Source: an optimization exercise on an open RTL-to-GDS flow (aim: small area and a short achievable clock period). Production flows keep margins and buffers that such runs may drop. No activity file was given, so power comes from the tool's default toggle rates.

==> flow/design.v <==
`timescale 1ns / 1ps
module lab4_2(
  input [1:0] mode,
  input [2:0] n_gasoline_pumps,
  input [2:0] n_diesel_pumps,
  input [3:0] fuel_amount,
  input fuel_type,
  input CLK,
  input rst,
  output [0:5] pump_status,
  output is_gasoline_queue_not_full,
  output is_diesel_queue_not_full,
  output [3:0] n_cars_in_gasoline_queue,
  output [3:0] n_cars_in_diesel_queue,
  output [7:0] total_gasoline_needed,
  output [7:0] total_diesel_needed,
  output reg invalid_gasoline_car,
  output reg invalid_diesel_car,
  output reg invalid_setup_params
);
reg [2:0] gc;
reg [5:0] am;
reg [23:0] r;      
reg [31:0] gq;     
reg [31:0] dq;
reg [3:0] ncg, ncd;
reg [6:0] tg, td;
wire [23:0] r_keep;
wire [5:0]  newg, newd;
wire [31:0] gq_sh, dq_sh;
wire [7:0]  insg, insd;
wire [3:0]  ncg0, ncg1, ncd0, ncd1;
wire [6:0]  tg0, td0;
lab4_2_core core (
  .gc(gc), .am(am), .r(r), .gq(gq), .dq(dq), .ncg(ncg), .ncd(ncd), .tg(tg), .td(td),
  .pump_status(pump_status),
  .r_keep(r_keep), .newg(newg), .newd(newd),
  .gq_sh(gq_sh), .dq_sh(dq_sh), .insg(insg), .insd(insd),
  .ncg0(ncg0), .ncg1(ncg1), .ncd0(ncd0), .ncd1(ncd1),
  .tg0(tg0), .td0(td0));
wire nog = ncg[3] & ncg[2];      
wire nod = ncd[3] & ncd[2];
assign is_gasoline_queue_not_full = ~ncg[3];
assign is_diesel_queue_not_full   = ~ncd[3];
assign n_cars_in_gasoline_queue   = ncg;
assign n_cars_in_diesel_queue     = ncd;
assign total_gasoline_needed      = {nog, tg | {7{nog}}};
assign total_diesel_needed        = {nod, td | {7{nod}}};
wire setup  = mode[1];
wire addcmd = ~mode[1] & mode[0];
wire fa_ok  = ~fuel_amount[3] | (fuel_amount[2:0] == 3'd0);
wire add_g  = addcmd & ~fuel_type & fa_ok & ~ncg[3];
wire add_d  = addcmd &  fuel_type & fa_ok & ~ncd[3];
wire flag   = am[0];
reg [3:0] enc;
always @* begin
  case (fuel_amount)
    4'd0: enc = 4'b0000;
    4'd1: enc = 4'b1000;
    4'd2: enc = 4'b1100;
    4'd3: enc = 4'b0110;
    4'd4: enc = 4'b1011;
    4'd5: enc = 4'b0101;
    4'd6: enc = 4'b1010;
    4'd7: enc = 4'b1101;
    4'd8: enc = 4'b1110;
    default: enc = 4'bxxxx;
  endcase
end
wire [3:0] lo_g = {1'b0, tg0[2:0]} + {1'b0, fuel_amount[2:0]};
wire [3:0] lo_d = {1'b0, td0[2:0]} + {1'b0, fuel_amount[2:0]};
wire [6:0] tga = fuel_amount[3] ? tg0 + 7'd8 : {tg0[6:3] + lo_g[3], lo_g[2:0]};
wire [6:0] tda = fuel_amount[3] ? td0 + 7'd8 : {td0[6:3] + lo_d[3], lo_d[2:0]};
wire [2:0] sum3 = n_gasoline_pumps + n_diesel_pumps;
wire [3:0] sum4 = {1'b0, n_gasoline_pumps} + {1'b0, n_diesel_pumps};
wire valid = (sum3 != 3'd0) && (sum3 != 3'd7);
wire g_on  = valid && (n_gasoline_pumps != 3'd0);
wire d_on  = valid && (n_diesel_pumps != 3'd0);
integer i;
always @(posedge CLK) begin
  if (rst) begin
    gc <= 3'd0;
    am <= 6'd0;
    ncg <= 4'hf;
    ncd <= 4'hf;
    tg <= 7'd0;
    td <= 7'd0;
    invalid_gasoline_car <= 1'b0;
    invalid_diesel_car <= 1'b0;
    invalid_setup_params <= 1'b0;
  end else if (setup) begin
    gc <= ~valid ? 3'd0 : (n_gasoline_pumps == 3'd7) ? 3'd6 : n_gasoline_pumps;
    for (i = 0; i < 6; i = i + 1)
      am[i] <= valid && (sum4 > i);
    ncg <= g_on ? 4'd0 : 4'hf;
    ncd <= d_on ? 4'd0 : 4'hf;
    tg <= 7'd0;
    td <= 7'd0;
    invalid_gasoline_car <= 1'b0;
    invalid_diesel_car <= 1'b0;
    invalid_setup_params <= ~valid;
  end else begin
    ncg <= add_g ? ncg1 : ncg0;
    ncd <= add_d ? ncd1 : ncd0;
    tg <= add_g ? tga : tg0;
    td <= add_d ? tda : td0;
    invalid_gasoline_car <= flag & addcmd & ~fuel_type & (~fa_ok | ncg[3]);
    invalid_diesel_car   <= flag & addcmd &  fuel_type & (~fa_ok | ncd[3]);
  end
end
always @(posedge CLK) begin
  for (i = 0; i < 6; i = i + 1)
    r[4*i +: 4] <= (setup ? 4'd0 : r_keep[4*i +: 4]) |
                   (((add_g & newg[i]) | (add_d & newd[i])) ? enc : 4'd0);
  for (i = 0; i < 8; i = i + 1) begin
    gq[4*i +: 4] <= (setup ? 4'd0 : gq_sh[4*i +: 4]) | ((add_g & insg[i]) ? enc : 4'd0);
    dq[4*i +: 4] <= (setup ? 4'd0 : dq_sh[4*i +: 4]) | ((add_d & insd[i]) ? enc : 4'd0);
  end
end
endmodule
module lab4_2_core(
  input  [2:0]  gc,
  input  [5:0]  am,
  input  [23:0] r,
  input  [31:0] gq, dq,
  input  [3:0]  ncg, ncd,
  input  [6:0]  tg, td,
  output [0:5]  pump_status,
  output reg [23:0] r_keep,      
  output reg [5:0]  newg, newd,  
  output reg [31:0] gq_sh, dq_sh,  
  output [7:0]  insg, insd,      
  output [3:0]  ncg0, ncg1, ncd0, ncd1,  
  output [6:0]  tg0, td0         
);
wire [5:0] gm = {gc[2] & gc[1], gc[2] & (gc[1] | gc[0]), gc[2], gc[2] | (gc[1] & gc[0]), gc[2] | gc[1], |gc};
wire [5:0] dm = am & ~gm;
reg  [5:0] free;
reg  [6:0] ohg, ohd;
reg  [5:0] tkg [0:5];      
reg  [5:0] tkd [0:5];
reg  [7:0] eqg, eqd;       
reg  [2:0] pfg, pfd;       
integer a, b, k;
genvar gi;
generate
  for (gi = 0; gi < 6; gi = gi + 1) begin : g_ps
    assign pump_status[gi] = am[gi] & free[gi];
  end
endgenerate
always @* begin
  for (a = 0; a < 6; a = a + 1)
    free[a] = ~(r[4*a+3] | r[4*a+2]);
  ohg = 7'd1;
  ohd = 7'd1;
  for (a = 0; a < 6; a = a + 1) begin
    tkg[a] = (gm[a] & free[a]) ? ohg[5:0] : 6'd0;
    tkd[a] = (dm[a] & free[a]) ? ohd[5:0] : 6'd0;
    if (gm[a] & free[a]) ohg = {ohg[5:0], 1'b0};
    if (dm[a] & free[a]) ohd = {ohd[5:0], 1'b0};
  end
  pfg = 3'd0;
  pfd = 3'd0;
  for (a = 0; a < 7; a = a + 1) begin
    if (ohg[a]) pfg = pfg | a;
    if (ohd[a]) pfd = pfd | a;
  end
  for (a = 0; a < 8; a = a + 1) begin
    eqg[a] = (ncg == a);
    eqd[a] = (ncd == a);
  end
  for (b = 0; b < 6; b = b + 1) begin
    r_keep[4*b +: 4] = {r[4*b +: 3], (~r[4*b] & r[4*b+1] & r[4*b+3]) | (r[4*b] & ~r[4*b+1] & ~r[4*b+3])};
    newg[b] = 1'b0;
    newd[b] = 1'b0;
    for (k = 0; k <= b; k = k + 1) begin
      if (tkg[b][k]) r_keep[4*b +: 4] = r_keep[4*b +: 4] | gq[4*k +: 4];
      if (tkd[b][k]) r_keep[4*b +: 4] = r_keep[4*b +: 4] | dq[4*k +: 4];
      newg[b] = newg[b] | (tkg[b][k] & eqg[k]);
      newd[b] = newd[b] | (tkd[b][k] & eqd[k]);
    end
  end
  for (b = 0; b < 8; b = b + 1) begin
    gq_sh[4*b +: 4] = 4'd0;
    dq_sh[4*b +: 4] = 4'd0;
    for (k = 0; k <= 6; k = k + 1) begin
      if (b + k <= 7) begin
        if (ohg[k]) gq_sh[4*b +: 4] = gq_sh[4*b +: 4] | gq[4*(b+k) +: 4];
        if (ohd[k]) dq_sh[4*b +: 4] = dq_sh[4*b +: 4] | dq[4*(b+k) +: 4];
      end
    end
  end
end
wire [3:0] ncg_sub = ncg - {1'b0, pfg};
wire [3:0] ncd_sub = ncd - {1'b0, pfd};
wire neg_g = ncg_sub[3] & ~ncg[3];
wire neg_d = ncd_sub[3] & ~ncd[3];
assign ncg0 = neg_g ? 4'd0 : ncg_sub;
assign ncd0 = neg_d ? 4'd0 : ncd_sub;
assign ncg1 = neg_g ? 4'd0 : ncg_sub + 4'd1;
assign ncd1 = neg_d ? 4'd0 : ncd_sub + 4'd1;
genvar gb;
generate
  for (gb = 0; gb < 8; gb = gb + 1) begin : g_ins
    assign insg[gb] = ~neg_g & (ncg_sub[2:0] == gb);
    assign insd[gb] = ~neg_d & (ncd_sub[2:0] == gb);
  end
endgenerate
wire [5:0] bg = gm & ~free;
wire [5:0] bd = dm & ~free;
wire [2:0] nbg = bg[0] + bg[1] + bg[2] + bg[3] + bg[4] + bg[5];
wire [2:0] nbd = bd[0] + bd[1] + bd[2] + bd[3] + bd[4] + bd[5];
assign tg0 = tg + {4'b1111, ~nbg} + 7'd1;
assign td0 = td + {4'b1111, ~nbd} + 7'd1;
endmodule
clock: 36.0 ns
lec_check: 0
cap_margin: 20
core_margin: 2
core_utilization: 35
cts_buf_list: sky130_fd_sc_hd__clkbuf_8
place_density: 0.45
slew_margin: 20
standard.sh (not shown) runs the stock make flow with config.mk's settings and CLKGATE_MAP_FILE= SYNTH_SCRIPT=/design/flow/synth_recipe.tcl, a recipe that flattens the netlist after the stock synthesis.
==> flow/flow/run.sh <==
#!/bin/bash
# Own layout flow: the standard layout (standard.sh) with these changes:
#  1. synthesis keeps lab4_2_core (pure combinational logic) apart from the
#     top module, so the command inputs only pass through the top's final
#     logic, and maps the logic with an area-minded ABC script (flow/abc.script)
#     and without the full-adder extraction (flow/synth.tcl); the registers
#     are the same as the standard synthesis's, all in the top module;
#  2. ports get sky130_fd_sc_hd__buf_1 buffers (the resizer sizes them up
#     where timing needs it);
#  3. ORFS's timing repair aims for a setup slack margin (flow/margin.txt),
#     so the gates get sized for a short period.
# Each tool's output goes to a log file of its own in this folder.
set -euo pipefail
W=$PWD
MARGIN=$(cat "$W/flow/margin.txt")
make -C "$FLOW_HOME" DESIGN_CONFIG="$W/config.mk" WORK_HOME="$W/orfs" CLKGATE_MAP_FILE= \
  SYNTH_SCRIPT="$W/flow/synth.tcl" MY_ABC_SCRIPT="$W/flow/abc.script" ADDER_MAP_FILE= \
  SYNTH_HIERARCHICAL=1 SYNTH_MINIMUM_KEEP_SIZE=0 \
  synth > "$W/synth.log" 2>&1
BUFFER_PORTS_ARGS="-buffer_cell sky130_fd_sc_hd__buf_1" SETUP_SLACK_MARGIN=$MARGIN \
  bash "$W/standard.sh" > "$W/layout.log" 2>&1
==> flow/flow/abc.script <==
strash
&get -n
&st
&dch -x
&nf -R 200
&st
&dch -x
&nf -R 200
&st
&dch -x
&nf -R 200
&put
==> flow/flow/margin.txt <==
27.3
==> flow/flow/synth.tcl <==
proc synth {args} { yosys synth -nofsm -noshare {*}$args }
proc abc {args} {
  set keep {}
  set skip 0
  foreach a $args {
    if { $skip } { set skip 0; continue }
    if { $a in {-script -constr -D} } { set skip 1; continue }
    lappend keep $a
  }
  if { [info exists ::env(MY_ABC_SCRIPT)] } { lappend keep -script $::env(MY_ABC_SCRIPT) }
  puts "abc (custom) $keep"
  yosys abc {*}$keep
}
source $::env(SCRIPTS_DIR)/synth.tcl
# left out here: clear keep_hierarchy, flatten, clean up, hide names made inside functions, write 1_2_yosys.v
The baseline passed the timing, DRC and antenna checks.
Edit:
--- a/flow/design.v
+++ b/flow/design.v
@@ -28,6 +28,5 @@
 wire [23:0] r_keep;
 wire [5:0]  newg, newd;
-wire [31:0] gq_sh, dq_sh;
-wire [7:0]  insg, insd;
+wire [31:0] gq_nx, dq_nx;
 wire [3:0]  ncg0, ncg1, ncd0, ncd1;
 wire [6:0]  tg0, td0;
@@ -36,5 +35,5 @@
   .pump_status(pump_status),
   .r_keep(r_keep), .newg(newg), .newd(newd),
-  .gq_sh(gq_sh), .dq_sh(dq_sh), .insg(insg), .insd(insd),
+  .setup(setup), .eg(eg), .ed(ed), .gq_nx(gq_nx), .dq_nx(dq_nx),
   .ncg0(ncg0), .ncg1(ncg1), .ncd0(ncd0), .ncd1(ncd1),
   .tg0(tg0), .td0(td0));
@@ -68,4 +67,6 @@
   endcase
 end
+wire [3:0] eg = add_g ? enc : 4'd0;
+wire [3:0] ed = add_d ? enc : 4'd0;
 wire [3:0] lo_g = {1'b0, tg0[2:0]} + {1'b0, fuel_amount[2:0]};
 wire [3:0] lo_d = {1'b0, td0[2:0]} + {1'b0, fuel_amount[2:0]};
@@ -112,9 +113,7 @@
   for (i = 0; i < 6; i = i + 1)
     r[4*i +: 4] <= (setup ? 4'd0 : r_keep[4*i +: 4]) |
-                   (((add_g & newg[i]) | (add_d & newd[i])) ? enc : 4'd0);
-  for (i = 0; i < 8; i = i + 1) begin
-    gq[4*i +: 4] <= (setup ? 4'd0 : gq_sh[4*i +: 4]) | ((add_g & insg[i]) ? enc : 4'd0);
-    dq[4*i +: 4] <= (setup ? 4'd0 : dq_sh[4*i +: 4]) | ((add_d & insd[i]) ? enc : 4'd0);
-  end
+                   (newg[i] ? eg : 4'd0) | (newd[i] ? ed : 4'd0);
+  gq <= gq_nx;
+  dq <= dq_nx;
 end
 endmodule
@@ -129,6 +128,7 @@
   output reg [23:0] r_keep,      
   output reg [5:0]  newg, newd,  
-  output reg [31:0] gq_sh, dq_sh,  
-  output [7:0]  insg, insd,      
+  input         setup,           
+  input  [3:0]  eg, ed,          
+  output reg [31:0] gq_nx, dq_nx,  
   output [3:0]  ncg0, ncg1, ncd0, ncd1,  
   output [6:0]  tg0, td0         
@@ -182,10 +182,10 @@
   end
   for (b = 0; b < 8; b = b + 1) begin
-    gq_sh[4*b +: 4] = 4'd0;
-    dq_sh[4*b +: 4] = 4'd0;
+    gq_nx[4*b +: 4] = insg[b] ? eg : 4'd0;
+    dq_nx[4*b +: 4] = insd[b] ? ed : 4'd0;
     for (k = 0; k <= 6; k = k + 1) begin
       if (b + k <= 7) begin
-        if (ohg[k]) gq_sh[4*b +: 4] = gq_sh[4*b +: 4] | gq[4*(b+k) +: 4];
-        if (ohd[k]) dq_sh[4*b +: 4] = dq_sh[4*b +: 4] | dq[4*(b+k) +: 4];
+        if (ohg[k] & ~setup) gq_nx[4*b +: 4] = gq_nx[4*b +: 4] | gq[4*(b+k) +: 4];
+        if (ohd[k] & ~setup) dq_nx[4*b +: 4] = dq_nx[4*b +: 4] | dq[4*(b+k) +: 4];
       end
     end
@@ -200,4 +200,5 @@
 assign ncg1 = neg_g ? 4'd0 : ncg_sub + 4'd1;
 assign ncd1 = neg_d ? 4'd0 : ncd_sub + 4'd1;
+wire [7:0] insg, insd;
 genvar gb;
 generate
Effect: Worst setup slack gains 8.4 ps; wire length is about the same; synthesized cell count rose by 4.7%; power fell by 2.6%; via count rose by about 2.2%; non-clock buffer count rose by 5.
No functional check of the RTL was part of any run of this note.

==> separate check: timing with driven ports <==
No port has a modelled driver above. Below, the same layouts with a new extraction and two added sets of constraints. Step 1 sets driving cells, clkbuf_16 on the clock port and buf_2 on the other inputs (assumed; they add their load-dependent delay and slew). Step 2, shift: input delay + t, output delay - t, t = (earliest + latest rising clock arrival at the registers) / 2. This alone moves slack from input paths to output paths. Slacks: ideal ports / drivers / drivers and shift; pairs: ideal ports / drivers.
run | t, ns | setup WS [ns] | worst setup path after step 2 | pins driven straight from the clock port
the first run | 0.502 | 27.354 / 27.311 / 26.911 | input to register | 1
the second run | 0.480 | 27.362 / 27.318 / 27.018 | input to register | 1
After both steps every run listed still meets setup and hold. For the first run, which loses most, drivers alone change the setup slack by -0.043 ns; drivers and shift together by -0.443 ns.
